From an optimization exercise on the open Yosys and OpenROAD flow, aimed at small area; shortcuts taken in it are not production practice.
The RTL was checked by simulation tests, not by an equivalence proof against the original design.
Power is estimated from default activity; no workload was simulated.

==> flow/constraint.sdc <==
create_clock -name core_clock -period 5.0 [get_ports {clk}]
set_input_delay 1.0000 -clock core_clock [delete_from_list [all_inputs] [get_ports {clk}]]
set_output_delay 1.0000 -clock core_clock [all_outputs]
set_load 0.01 [all_outputs]
==> flow/run.sh <==
#!/bin/bash
# synth_recipe.tcl (not shown) runs the flow's synth.tcl, then flattens the netlist and writes it again
# the make line also repeats each setting of config.mk as NAME=value (left out here)
make -C /OpenROAD-flow-scripts/flow DESIGN_CONFIG=/design/flow/config.mk WORK_HOME=/design/flow/orfs CLKGATE_MAP_FILE= SYNTH_SCRIPT=/design/flow/synth_recipe.tcl finish
==> flow/config.mk <==
export PLATFORM = sky130hd
export DESIGN_NAME = PingPong
export DESIGN_NICKNAME = PingPong
export VERILOG_FILES = /design/flow/design.v
export SDC_FILE = /design/flow/constraint.sdc
export NUM_CORES = 4
export LEC_CHECK = 0
export CAP_MARGIN = 20
export CORE_MARGIN = 2
export CORE_UTILIZATION = 40
export SLEW_MARGIN = 20
==> flow/design.v <==
`timescale 1ns / 1ps
module PingPong(input clk, reset,D,P0,P1, output [7:0]seg, output [3:0]an,output L1,L2,L3,L4,L5,L6,L7,L8);
reg pl, pl_next;
parameter STATE0 = 4'd0, STATE1 = 4'd1,STATE2 = 4'd2,STATE3 = 4'd3,STATE4 = 4'd4,STATE5 = 4'd5,STATE6 = 4'd6,STATE7 = 4'd7,STATE8 = 4'd8;
reg[3:0] state, next_state;
reg [3:0]sc0,sc1;
reg addToMin,addToMax;
assign L1 = (state==4'd1);
assign L2 = (state==4'd2);
assign L3 = (state==4'd3);
assign L4 = (state==4'd4);
assign L5 = (state==4'd5);
assign L6 = (state==4'd6);
assign L7 = (state==4'd7);
assign L8 = (state==4'd8) | (state==4'd0);
wire [3:0] D1 = 4'd0, D2 = 4'd0;
wire text_mode = 1'b0, slow = 1'b0, medum = 1'b0, fast = 1'b0, wrong = 1'b0, error = 1'b0;
DISP7SEG disp (clk, reset, sc1,D1,D2,sc0,text_mode,slow,medum,fast,wrong,error,seg,an);
always @(posedge clk,posedge reset) 
	if(reset)
	begin
		sc0 <= 0;
		sc1 <= 0;
		state <= STATE0;
	end
	else if(D)
	begin
		sc0 <= sc0 + addToMin;
		sc1 <= sc1 + addToMax;
		state <= next_state;
	end
always @(posedge clk)
	pl <= pl_next;
always @*
begin
	pl_next = pl;
	addToMin = 0;
	addToMax = 0;
	next_state = STATE0;
	case(state)
		STATE0:
		begin 
			addToMin = 0;
			addToMax = 0;
			if(sc0 == 15 | sc1 == 15) begin
				next_state = STATE0;
				end
			else begin
				if(P1) begin
				pl_next = 1;
				next_state = STATE7;
				end
				else next_state = STATE0;
			end
		end
		STATE1:
		begin 
		if(P0)
			begin
			pl_next = 0;
			addToMax = 0;
			addToMin = 0;
			next_state = STATE2;
			end
		else begin
			addToMax = 1;
			addToMin = 0;
			next_state = STATE0;
			end
		end
		STATE2:
		begin 
		if(pl) begin
		if(P0) begin
		addToMax = 1;
		addToMin = 0;
		next_state = STATE0;
		end
		else begin
		addToMax = 0;
		addToMin = 0;
		next_state = STATE1;
		end
		end
		else begin 
		addToMax = 0;
		addToMin = 0;
		next_state = STATE3;
		end
		end
		STATE3:
		begin 
		if(pl)
		next_state = STATE2;
		else
		next_state = STATE4;
		end
		STATE4:
		begin 
		if(pl)
		next_state = STATE3;
		else
		next_state = STATE5;
		end
		STATE5:
		begin 
		if(pl)
		next_state = STATE4;
		else
		next_state = STATE6;
		end
		STATE6:
		begin 
		if(pl)
		next_state = STATE5;
		else
		next_state = STATE7;
		end
		STATE7:
		begin
		if(pl)
		next_state = STATE6;
		else begin
		if(P1) begin
		addToMin = 1;
		addToMax = 0;
		next_state = STATE0;
		end
		else begin
		addToMax = 0;
		addToMin = 0;
		next_state = STATE8;
		end
		end
		end
		STATE8:
		begin 
		if(P1) begin
		pl_next = 1;
		addToMax = 0;
		addToMin = 0;
		next_state = STATE7;
		end
		else begin
		addToMin = 1;
		addToMax = 0;
		next_state = STATE0;
		end
		end
		default: next_state = STATE0;
	endcase
end
endmodule
`timescale 1ns / 1ps
module DISP7SEG(
    input clk
    ,input reset
    ,input [3:0] D0
    ,input [3:0] D1
    ,input [3:0] D2
    ,input [3:0] D3
    ,input text_mode
    ,input slow
    ,input med
    ,input fast
    ,input error
    ,input wrong
    ,output [7:0] seg
    ,output [3:0] an
    );
wire [1:0] sel;
wire [4:0] Y;
wire clk_out;
wire a0, a1, a2, a3, a4;
wire b0, b1, b2, b3, b4;
wire c0, c1, c2, c3, c4;
wire d0, d1, d2, d3, d4;
wire [7:0] seg_number;
assign a4 = 0;
assign d4 = 0;
assign c4 = 0;
assign b4 = 0;
assign {a3, a2, a1, a0} = D0;
assign {b3, b2, b1, b0} = D1;
assign {c3, c2, c1, c0} = D2;
assign {d3, d2, d1, d0} = D3;
assign seg = 	text_mode & wrong ? ( sel == 2'b00 ? 8'b11111111 : sel == 2'b01 ? 8'b10101011 : sel == 2'b10 ? 8'b10100011 : 8'b10101011 ):
              text_mode & error ? ( sel == 2'b00 ? 8'b11111111 : sel == 2'b01 ? 8'b00101111 : sel == 2'b10 ? 8'b10101111 : 8'b10000110 ):
              text_mode & fast  ? ( sel == 2'b00 ? 8'b10000111 : sel == 2'b01 ? 8'b10010010 : sel == 2'b10 ? 8'b10001000 : 8'b10001110 ):
              text_mode & med   ? ( sel == 2'b00 ? 8'b10100001 : sel == 2'b01 ? 8'b10100011 : sel == 2'b10 ? 8'b10100011 : 8'b10010000 ):
              text_mode & slow  ? ( sel == 2'b00 ? 8'b11111111 : sel == 2'b01 ? 8'b01000000 : sel == 2'b10 ? 8'b11000111 : 8'b10010010 ):
              seg_number;
bcd7seg bcd7seg (.Y(Y), .disp(seg_number));
slowclock slowclock (.clk_in(clk), .reset(reset), .clk_out(clk_out));
my_counter my_counter (.clk(clk), .reset(reset), .en(clk_out), .Q(sel));
mux4to1 mux4to1 (.A({a4, a3, a2, a1, a0}), .B({b4, b3, b2, b1, b0}), .C({c4, c3, c2, c1, c0}), .D({d4, d3, d2, d1, d0}), .sel(sel), .Y(Y));
decoder2to4 decoder2to4 ( .en(sel), .an(an));
endmodule
module bcd7seg(input[4:0] Y, output reg[7:0] disp);
	always@(Y)	begin
		case(Y[3:0])
			00:       disp={!Y[4], 7'b1000000};
			01:       disp={!Y[4], 7'b1111001};
			02:       disp={!Y[4], 7'b0100100};
			03:       disp={!Y[4], 7'b0110000};
			04:       disp={!Y[4], 7'b0011001};
			05:       disp={!Y[4], 7'b0010010};
			06:       disp={!Y[4], 7'b0000010};
			07:       disp={!Y[4], 7'b1111000};
			08:       disp={!Y[4], 7'b0000000};
			09:       disp={!Y[4], 7'b0010000};
			10:       disp={!Y[4], 7'b0001000};
			11:       disp={!Y[4], 7'b0000011};
			12:       disp={!Y[4], 7'b1000110};
			13:       disp={!Y[4], 7'b0100001};
			14:       disp={!Y[4], 7'b0000110};
			default:  disp={!Y[4], 7'b0001110};
		endcase
	end
endmodule
module slowclock (clk_in, reset, clk_out);
input clk_in, reset; output clk_out;
reg clk_out;
reg [25 : 0] period_count;
always @ (posedge clk_in, posedge reset)
	if (reset)
	begin
		period_count <= 0;
		clk_out <= 0;
	end
	else if (period_count != 2500 - 1)
	begin
		period_count <= period_count + 1;
		clk_out <= 0;
	end
	else
	begin
		period_count <= 0;
		clk_out <= 1;
	end
endmodule
module my_counter( clk, reset, en, Q );
input clk, reset, en;
output [1:0] Q;
reg [1:0] temp;
always @(posedge clk, posedge reset)
begin
	if (reset)
		temp <= 0;
	else if (en)
		temp <= temp + 1;
end
assign Q = temp;
endmodule
module mux4to1( input [4:0] A, B, C, D, input [1:0] sel, output [4:0] Y);
assign Y = (sel==0)?A : (sel==1)?B : (sel==2)?C : D;
endmodule
module decoder2to4 (input [1:0] en, output reg [3:0] an);
always@(en)
begin
	case (en)
		0: an=4'b1110;
		1: an=4'b1101;
		2: an=4'b1011;
		3: an=4'b0111;
	endcase
end
endmodule
==> run notes <==
The run finished with no timing, DRC or antenna violations. The required time at the worst-slack endpoint is 4.00 ns. The final count of pins violating max slew came to 0. After clock tree synthesis, the clock-pin slew on the worst setup and hold paths is 0.08 ns.

The mean area per synthesized cell came out at 9.79 sq um. STA classifies the critical path endpoint as a primary output. The path type of the worst min-delay path is register to register.

The initial detailed-routing violation count is 45. The number of ports placed on the die boundary is 25. The multiplexer share of the synthesized area is 0.0226. Total power for the finished layout comes to 1.20 mW. The tightest slew margin relative to the limit is 0.619. The tree built by TritonCTS fans out to 42 sinks. The first global-routing pass estimated 7900 um of wire. The layout overhead on the synthesized area came out at 15.7%.

The number of antenna violations at the first check in global routing is 0. The leakage component of the power came out at 1.18 nW. For this run, design rule violations remaining after detail routing come to 0. The final setup violation count is 0. The cell taking the most area after synthesis is sky130_fd_sc_hd__dfrtp_1. The setup slack of the worst register-to-register path is 2.95 ns. After detailed routing, the total wire length is 4450 um. The final setup skew came out at 0.00842 ns. The overall via count from detail_route is 1844. The slew at the pin closest to its max-slew limit came out at 0.570 ns.

met2 is the most crowded layer. Setup repair after global routing left no endpoint under its margin. The global routing usage on met3 is 0.0378.

The highest achievable clock rate came out at 266 MHz. After floorplanning, the core was sized to cover 0.00596 sq mm. The post-CTS setup repair buffer count came out at 0. The share of the clock period used by the worst path after layout came out at 0.752.

Synthesis produced 254 cells. In the final routed layout, each cell accounts on average for 12.6 um. The number of enable-type register cells in the synthesized netlist came out at 1. The critical path goes through inv_1 -> ha_1 -> nor2b_1 -> a22oi_1 -> nand2_1 -> o31ai_1 -> clkdlybuf4s50_1.

The TritonCTS clock tree is yes. STA classifies the critical path startpoint as a register. After synthesis the cells add up to 0.00249 sq mm. The hold violation count in the final report was 0. The compound-gate portion of the synthesized area is 0.107. The global route total overflow is 0. By area, the combinational part of the netlist is dominated by simple AND/OR/NAND/NOR gates. The simple-gate portion of the synthesized area is 0.238. The largest fanout of any net on the critical path is 12. The flip-flop cell with the highest count after synthesis is sky130_fd_sc_hd__dfrtp_1. The met2 global-route usage came out at 0.213.

In the final layout, the share of cells above drive strength 1 is 0.101. The net count after synthesis is 271. Clock tree synthesis selected as its root buffer the cell sky130_fd_sc_hd__clkbuf_8. The proportion of synthesized chip area in sequential cells is 0.425. The clock insertion delay at the later pin of the skew report is 0.30 ns. The antenna cell count is 0. The final antenna-violating net count is 0. The number of cells in the finished layout apart from fillers came out at 352. The y dimension of the die came out at 82.9 um. The smallest clock period supported by the final layout is computed as 3.76 ns. The number of resized instances in the post-cts repair step came out at 0. Data on the critical path arrives at its endpoint at 2.76 ns. The xor and xnor fraction of the mapped netlist area is 0.109. The final setup TNS is 0 ns.

The final net count came out at 293. The critical path is of the register to primary output type. The effective utilization at floorplan came out at 0.418. The CTS H-tree depth is 2. The full die area is 0.00686 sq mm. The share of synthesized area in the top cell type comes to 0.412.

The number of warning messages in the yosys log came out at 5. IR analysis of the VDD net gives a maximum drop of 209 uV. The total routing resource utilization after global routing came out at 0.139. For this design the ratio of total power to cell area is 418 mW/mm^2.

The met1 demand-to-capacity share in global routing is 0.189. The count of hold buffers inserted by post-cts repair came out at 0. The post-synthesis register bit count came out at 42. Once layout is complete, the utilization of the core stands at 0.483. The number of detailed-routing iterations run before antenna repair came out at 4.

No sink is reached through more buffers than the 2 on the longest clock path. The largest net degree at the start of global routing is 42. The async set-or-reset flop fraction in the synthesized netlist came out at 0.976. On the critical path, the stage with the largest delay is an instance of sky130_fd_sc_hd__clkdlybuf4s50_1.

The number of buffers created by CTS is 5. The area share of fa/ha/maj cells after synthesis is 0.0604. The critical path's largest stage delay came out at 0.57 ns. The number of port buffers is 23. The width of the die came out at 82.9 um.

The synthesized netlist contains 52 unique library cells. Ranked by total cell area, the synthesized netlist is headed by sky130_fd_sc_hd__dfrtp_1 (41%), sky130_fd_sc_hd__xnor2_1 (8.8%), sky130_fd_sc_hd__ha_1 (6.0%). The global placement routability congestion came out at 0.758. After floorplanning, the core was divided into 28 placement rows. The library cell used most frequently in the layout, excluding fill and tap cells, is sky130_fd_sc_hd__dfrtp_1. Using the TritonRoute via totals, the vias-per-cell ratio works out to 5.24. Max-cap violations in this run came to 0. The post-DP HPWL came out at 3170 um. In the layout the commonest cells are sky130_fd_sc_hd__dfrtp_1 (41), sky130_fd_sc_hd__xnor2_1 (25), sky130_fd_sc_hd__nand2_1 (23), sky130_fd_sc_hd__clkdlybuf4s50_1 (23), sky130_fd_sc_hd__nor2_1 (18). Final hold analysis gives a worst-case slack of 0.480 ns. After detailed placement, the design holds a cell count of 344. The via count of the first global-routing pass is 1708.
-- kinds of logic after synthesis --
group,Yosys count
and+or+nand+nor,106
DFF,42
AOI/OAI and AO/OA,37
xor gates and xnor gates,31
buffers and inverters,20
adders and majority gates,12
muxes,5
other,1
-- cells in the mapped netlist (2+ instances only) --
| master | count |
|---|---|
| sky130_fd_sc_hd__dfrtp_1 | 41 |
| sky130_fd_sc_hd__xnor2_1 | 25 |
| sky130_fd_sc_hd__nand2_1 | 23 |
| sky130_fd_sc_hd__nor2_1 | 18 |
| sky130_fd_sc_hd__nand3_1 | 17 |
| sky130_fd_sc_hd__ha_1 | 12 |
| sky130_fd_sc_hd__inv_1 | 11 |
| sky130_fd_sc_hd__o21ai_0 | 10 |
| sky130_fd_sc_hd__nor2b_1 | 7 |
| sky130_fd_sc_hd__nor3_1 | 7 |
| sky130_fd_sc_hd__xor2_1 | 6 |
| sky130_fd_sc_hd__mux2_2 | 5 |
| sky130_fd_sc_hd__nand4_1 | 5 |
| sky130_fd_sc_hd__nor4_1 | 5 |
| sky130_fd_sc_hd__and3_1 | 4 |
| sky130_fd_sc_hd__buf_2 | 4 |
| sky130_fd_sc_hd__a21oi_1 | 3 |
| sky130_fd_sc_hd__buf_4 | 3 |
| sky130_fd_sc_hd__nand2b_1 | 3 |
| sky130_fd_sc_hd__a211o_1 | 2 |
| sky130_fd_sc_hd__a211oi_1 | 2 |
| sky130_fd_sc_hd__a22o_1 | 2 |
| sky130_fd_sc_hd__a22oi_1 | 2 |
| sky130_fd_sc_hd__a31oi_1 | 2 |
| sky130_fd_sc_hd__a41oi_1 | 2 |
| sky130_fd_sc_hd__and4_1 | 2 |
| sky130_fd_sc_hd__clkbuf_1 | 2 |
| sky130_fd_sc_hd__nor2_4 | 2 |
| sky130_fd_sc_hd__nor3_2 | 2 |
| sky130_fd_sc_hd__o22ai_1 | 2 |
| sky130_fd_sc_hd__o31ai_1 | 2 |
-- state kept, by name, summed over array words and instances (netlist names) --
| name | cells |
|---|---|
| disp.my_counter.temp | 2 |
| disp.slowclock.period_count | 26 |
| sc1 | 4 |
| sc0 | 4 |
| pl | 1 |
| disp.slowclock.clk_out | 1 |
| state | 4 |
-- layout make-up --
class                      instances  area [sq um]
sequential                        42          1060
clock buffer                       6          72.6
clock inverter                     2          37.5
fill                             582          3080
tap                               75          93.8
inverter                          11          41.3
timing repair buffer              24           238
multi-input combinational        192          1340
-- worst max-delay path, delay by kind of cell, from the launching register on --
kind / cells / cell delay, ns
adders and majority gates: 1 / 0.44
AOI/OAI and AO/OA: 2 / 0.58
buffers and inverters: 2 / 0.71
and+or+nand+nor: 2 / 0.28
DFF: 1 / 0.44
-- final timing paths --
check | from | end | cells past startpoint
max | disp.my_counter.temp[0]$_DFFE_PP0P_ | seg[6] | 7
min | disp.slowclock.period_count[25]$_DFF_PP0_ | disp.slowclock.period_count[25]$_DFF_PP0_ | 1
max reg2reg | state[2]$_DFFE_PP0P_ | sc0[1]$_DFFE_PP0P_ | 7
min reg2reg | disp.slowclock.period_count[25]$_DFF_PP0_ | disp.slowclock.period_count[25]$_DFF_PP0_ | 1
max in group asynchronous | reset | state[2]$_DFFE_PP0P_ | 3
min in group asynchronous | reset | disp.my_counter.temp[0]$_DFFE_PP0P_ | 3
-- power by group --
part / total [mW] / internal (mW) / switching (mW)
logic: 0.479 / 0.263 / 0.216
registers: 0.461 / 0.382 / 0.0789
clock network: 0.264 / 0.149 / 0.115
total: 1.20 / 0.794 / 0.410
-- through the flow --
stage,area [sq um],setup WS (ns)
finish,2880,1.24
global route,2880,0.971
CTS,2880,1.22
detailed placement,2770,1.56
global placement,2770,1.62
floorplan,2490,2.27
-- metal layers --
| layer | wire (um) | part of all wire |
|---|---|---|
| met2 | 2000 | 0.45 |
| met5 | 0 | 0 |
| met4 | 56 | 0.013 |
| met3 | 142 | 0.032 |
| met1 | 2250 | 0.51 |

static timing again, ports no longer ideal:
In the flow no input, the clock included, has a driving cell. The finished layout below was timed again as built, in two steps. Step 1 (the two cells are an assumption about what drives the block):
set clk [get_ports {clk}]
set_driving_cell -lib_cell sky130_fd_sc_hd__clkbuf_16 $clk
set_driving_cell -lib_cell sky130_fd_sc_hd__buf_2 [delete_from_list [all_inputs] $clk]
Step 2 also shifts input and output timing later by t, the mid clock arrival at the registers, as if the neighbouring blocks saw the same clock. a / b / c = ideal ports / drivers / drivers and shift; a / b = the first two.
t, ns: 0.320
setup slack, ns: 1.238 / 1.209 / 1.529
worst hold slack (ns): 0.480 / 0.480 / 0.480
clock arrival spread, ns: 0.008 / 0.009
pins driven straight from the clock port: 1
After both steps this run still meets setup and hold. For this run, drivers alone change the setup slack by -0.029 ns; drivers and shift together by +0.291 ns.
